Source: an optimization exercise on an open RTL-to-GDS flow (aim: small area, a short achievable clock period and few clock cycles per item). Production flows keep margins and buffers that such runs may drop. Function was checked by simulation only, so behaviour that the tests miss may differ from the original.

== T ==
## ControlPID
module ControlPID(dataf_oo,y_k_i,clk_i,dataf_i,reset,coeff_1,coeff_2,coeff_3, ref_i, servo_o
    );
	 parameter WIDTH=12;
	 input wire clk_i;
	 input wire reset;
	 input wire dataf_i;
	 output wire dataf_oo;
	 output wire signed [WIDTH-1:0] servo_o;
	 input wire [WIDTH-1:0] y_k_i;
	 input signed [WIDTH-1:0] ref_i;
	 input wire signed [WIDTH-1:0] coeff_1;
	 input wire signed [WIDTH-1:0] coeff_2;
	 input wire signed [WIDTH-1:0] coeff_3;
	 function [11:0] ssub(input [11:0] a, input [11:0] b);
		reg [11:0] d;
		begin
			d = a - b;
			if (!a[11] && b[11] && d[11])       ssub = 12'h7FF;
			else if (a[11] && !b[11] && !d[11]) ssub = 12'hFFF;
			else                                ssub = d;
		end
	 endfunction
	 function [11:0] sadd(input [11:0] a, input [11:0] b);
		reg [11:0] s;
		begin
			s = a + b;
			if (!a[11] && !b[11] && s[11])      sadd = 12'h7FF;
			else if (a[11] && b[11] && !s[11])  sadd = 12'hFFF;
			else                                sadd = s;
		end
	 endfunction
	 function [11:0] smul(input [11:0] a, input [11:0] b);
		reg [13:0] p;
		reg [11:1] ta, tb;
		reg big;
		integer i;
		begin
			p = $signed(a) * $signed(b);
			for (i = 1; i <= 11; i = i + 1) begin
				ta[i] = |((a[10:0] ^ {11{a[11]}}) >> (i-1));
				tb[i] = |((b[10:0] ^ {11{b[11]}}) >> (i-1));
			end
			big = 1'b0;
			for (i = 3; i <= 11; i = i + 1) big = big | (ta[i] & tb[14-i]);
			if (big || (p[13] != p[12])) smul = (a[11] ^ b[11]) ? 12'hFFF : 12'h7FF;
			else                         smul = {p[13], p[10:0]};
		end
	 endfunction
	 reg [WIDTH-1:0] Regy_k_1, Reg_I_1, Reg_servo;
	 reg [WIDTH-1:0] Reg_p, Reg_m, Reg_d;
	 reg s2;
	 always @(posedge clk_i) begin
		Reg_p <= smul(y_k_i, coeff_2);
		Reg_m <= smul(ssub(ref_i, y_k_i), coeff_3);
		Reg_d <= smul(ssub(y_k_i, Regy_k_1), coeff_1);
	 end
	 wire [WIDTH-1:0] I = sadd(Reg_m, Reg_I_1);
	 wire [WIDTH-1:0] u = ssub(ssub(I, Reg_p), Reg_d);
	 assign dataf_oo = s2;
	 assign servo_o  = s2 ? u : Reg_servo;
	 always @(posedge clk_i, posedge reset)
  ...
For scale: about 1900 cells after synthesis, about 73 flip-flops, about 76 I/O pins.
==> module ControlPID, before the edit <==
module ControlPID(dataf_oo,y_k_i,clk_i,dataf_i,reset,coeff_1,coeff_2,coeff_3, ref_i, servo_o
    );
	 parameter WIDTH=12;
	 input wire clk_i;
	 input wire reset;
	 input wire dataf_i;
	 output wire dataf_oo;
	 output wire signed [WIDTH-1:0] servo_o;
	 input wire [WIDTH-1:0] y_k_i;
	 input signed [WIDTH-1:0] ref_i;
	 input wire signed [WIDTH-1:0] coeff_1;
	 input wire signed [WIDTH-1:0] coeff_2;
	 input wire signed [WIDTH-1:0] coeff_3;
	 function [11:0] ssub(input [11:0] a, input [11:0] b);
		reg [11:0] d;
		begin
			d = a - b;
			if (!a[11] && b[11] && d[11])       ssub = 12'h7FF;
			else if (a[11] && !b[11] && !d[11]) ssub = 12'hFFF;
			else                                ssub = d;
		end
	 endfunction
	 function [11:0] sadd(input [11:0] a, input [11:0] b);
		reg [11:0] s;
		begin
			s = a + b;
			if (!a[11] && !b[11] && s[11])      sadd = 12'h7FF;
			else if (a[11] && b[11] && !s[11])  sadd = 12'hFFF;
			else                                sadd = s;
		end
	 endfunction
	 function [11:0] smul(input [11:0] a, input [11:0] b);
		reg [13:0] p;
		reg [11:1] ta, tb;
		reg big;
		integer i;
		begin
			p = $signed(a) * $signed(b);
			for (i = 1; i <= 11; i = i + 1) begin
				ta[i] = |((a[10:0] ^ {11{a[11]}}) >> (i-1));
				tb[i] = |((b[10:0] ^ {11{b[11]}}) >> (i-1));
			end
			big = 1'b0;
			for (i = 3; i <= 11; i = i + 1) big = big | (ta[i] & tb[14-i]);
			if (big || (p[13] != p[12])) smul = (a[11] ^ b[11]) ? 12'hFFF : 12'h7FF;
			else                         smul = {p[13], p[10:0]};
		end
	 endfunction
	 reg [WIDTH-1:0] Regy_k_1, Reg_I_1, Reg_servo;
	 reg [WIDTH-1:0] Reg_p, Reg_m, Reg_d;
	 reg s2;
	 always @(posedge clk_i) begin
		Reg_p <= smul(y_k_i, coeff_2);
		Reg_m <= smul(ssub(ref_i, y_k_i), coeff_3);
		Reg_d <= smul(ssub(y_k_i, Regy_k_1), coeff_1);
	 end
	 wire [WIDTH-1:0] I = sadd(Reg_m, Reg_I_1);
	 wire [WIDTH-1:0] u = ssub(ssub(I, Reg_p), Reg_d);
	 assign dataf_oo = s2;
	 assign servo_o  = s2 ? u : Reg_servo;
	 always @(posedge clk_i, posedge reset)
		if (reset) begin
			s2        <= 1'b0;
			Regy_k_1  <= 12'b0;
			Reg_I_1   <= 12'b0;
			Reg_servo <= 12'b0;
		end else begin
			s2 <= dataf_i;
			if (s2) begin
				Reg_I_1   <= I;
				Regy_k_1  <= y_k_i;
				Reg_servo <= u;
			end
		end
endmodule
clock: 12.0 ns
lec_check: 0
cap_margin: 20
core_margin: 2
core_utilization: 40
slew_margin: 20
run.sh (not shown) runs the stock make flow with config.mk's settings and CLKGATE_MAP_FILE= SYNTH_SCRIPT=/design/flow/synth_recipe.tcl, a recipe that flattens the netlist after the stock synthesis.
Testbench counts of T, summed over its fixed seeds: cycles 4,800, items 2,400.
Setup changes, T to S
==> flow/design.v, changed modules only <==
module ControlPID(dataf_oo,y_k_i,clk_i,dataf_i,reset,coeff_1,coeff_2,coeff_3, ref_i, servo_o
    );
	 parameter WIDTH=12;
	 input wire clk_i;
	 input wire reset;
	 input wire dataf_i;
	 output wire dataf_oo;
	 output wire signed [WIDTH-1:0] servo_o;
	 input wire [WIDTH-1:0] y_k_i;
	 input signed [WIDTH-1:0] ref_i;
	 input wire signed [WIDTH-1:0] coeff_1;
	 input wire signed [WIDTH-1:0] coeff_2;
	 input wire signed [WIDTH-1:0] coeff_3;
	 function [11:0] ssub(input [11:0] a, input [11:0] b);
		reg [11:0] d;
		begin
			d = a - b;
			if (!a[11] && b[11] && d[11])       ssub = 12'h7FF;
			else if (a[11] && !b[11] && !d[11]) ssub = 12'hFFF;
			else                                ssub = d;
		end
	 endfunction
	 function [11:0] sadd(input [11:0] a, input [11:0] b);
		reg [11:0] s;
		begin
			s = a + b;
			if (!a[11] && !b[11] && s[11])      sadd = 12'h7FF;
			else if (a[11] && b[11] && !s[11])  sadd = 12'hFFF;
			else                                sadd = s;
		end
	 endfunction
	 function [11:0] smul(input [11:0] a, input [11:0] b);
		reg signed [23:0] p;
		begin
			p = $signed(a) * $signed(b);
			if (!p[23] && (|p[22:12]))          smul = 12'h7FF;
			else if (p[23] && !(&p[22:12]))     smul = 12'hFFF;
			else                                smul = {p[23], p[10:0]};
		end
	 endfunction
	 reg [WIDTH-1:0] Regy_k_1, Reg_I_1, Reg_servo;
	 wire [WIDTH-1:0] P  = smul(y_k_i, coeff_2);
	 wire [WIDTH-1:0] I  = sadd(smul(ssub(ref_i, y_k_i), coeff_3), Reg_I_1);
	 wire [WIDTH-1:0] D  = smul(ssub(y_k_i, Regy_k_1), coeff_1);
	 wire [WIDTH-1:0] u  = ssub(ssub(I, P), D);
	 wire done = dataf_i & ~reset;
	 assign dataf_oo = done;
	 assign servo_o  = done ? u : Reg_servo;
	 always @(posedge clk_i, posedge reset)
		if (reset) begin
			Regy_k_1  <= 12'b0;
			Reg_I_1   <= 12'b0;
			Reg_servo <= 12'b0;
		end else if (dataf_i) begin
			Regy_k_1  <= y_k_i;
			Reg_I_1   <= I;
			Reg_servo <= u;
		end
endmodule
Notes after the runs:
The layout from S, despite a flow that completed every stage, fails the layout checks, with the failing checks listed as negative setup slack.
Comparing area added between synthesis and finish for T and S, the smaller number came from T.
Comparing T and S, the higher worst setup slack is on T.
Of T and S, T shows the higher clock-cell share of area, with S below it.
S — final area 0.011 mm^2 higher, T as reference
The sequential share of layout area number comes out lower for S vs T.
In the tables for T and S, global-route total usage across every layer reads higher with S.
Non-clock buffer count: S > T
In terms of effective utilization at floorplan, T and S differ only marginally.
S ends up with a final wirelength that is about 46% higher than in T.
Against T, S comes in 20 higher on number of setup buffers added after CTS.
Testbench counts of S, summed over its fixed seeds: cycles 2,400, items 2,400.

[port drivers added, routing unchanged]
Ports are ideal in the flow. The routed layouts listed here were re-timed in OpenROAD.
Step 1, drivers: a clkbuf_16 drives clk_i and a buf_2 each remaining input, both assumed.
Step 2, shift: input delay + t, output delay - t, t = (earliest + latest rising clock arrival at the registers) / 2. This alone moves slack from input paths to output paths.
Three values: no drivers, after step 1, after step 2; two values: the first two.
run | t (ns) | slack for setup (ns) | worst data-port slew with drivers (ns)
T | 0.386 | 0.690 / 0.643 / 0.510 | 0.06
S | 0.336 | -7.249 / -7.346 / -7.346 | 0.15
The setup slack of T, which loses most, moves by -0.047 ns with the drivers and by -0.180 ns with both steps.
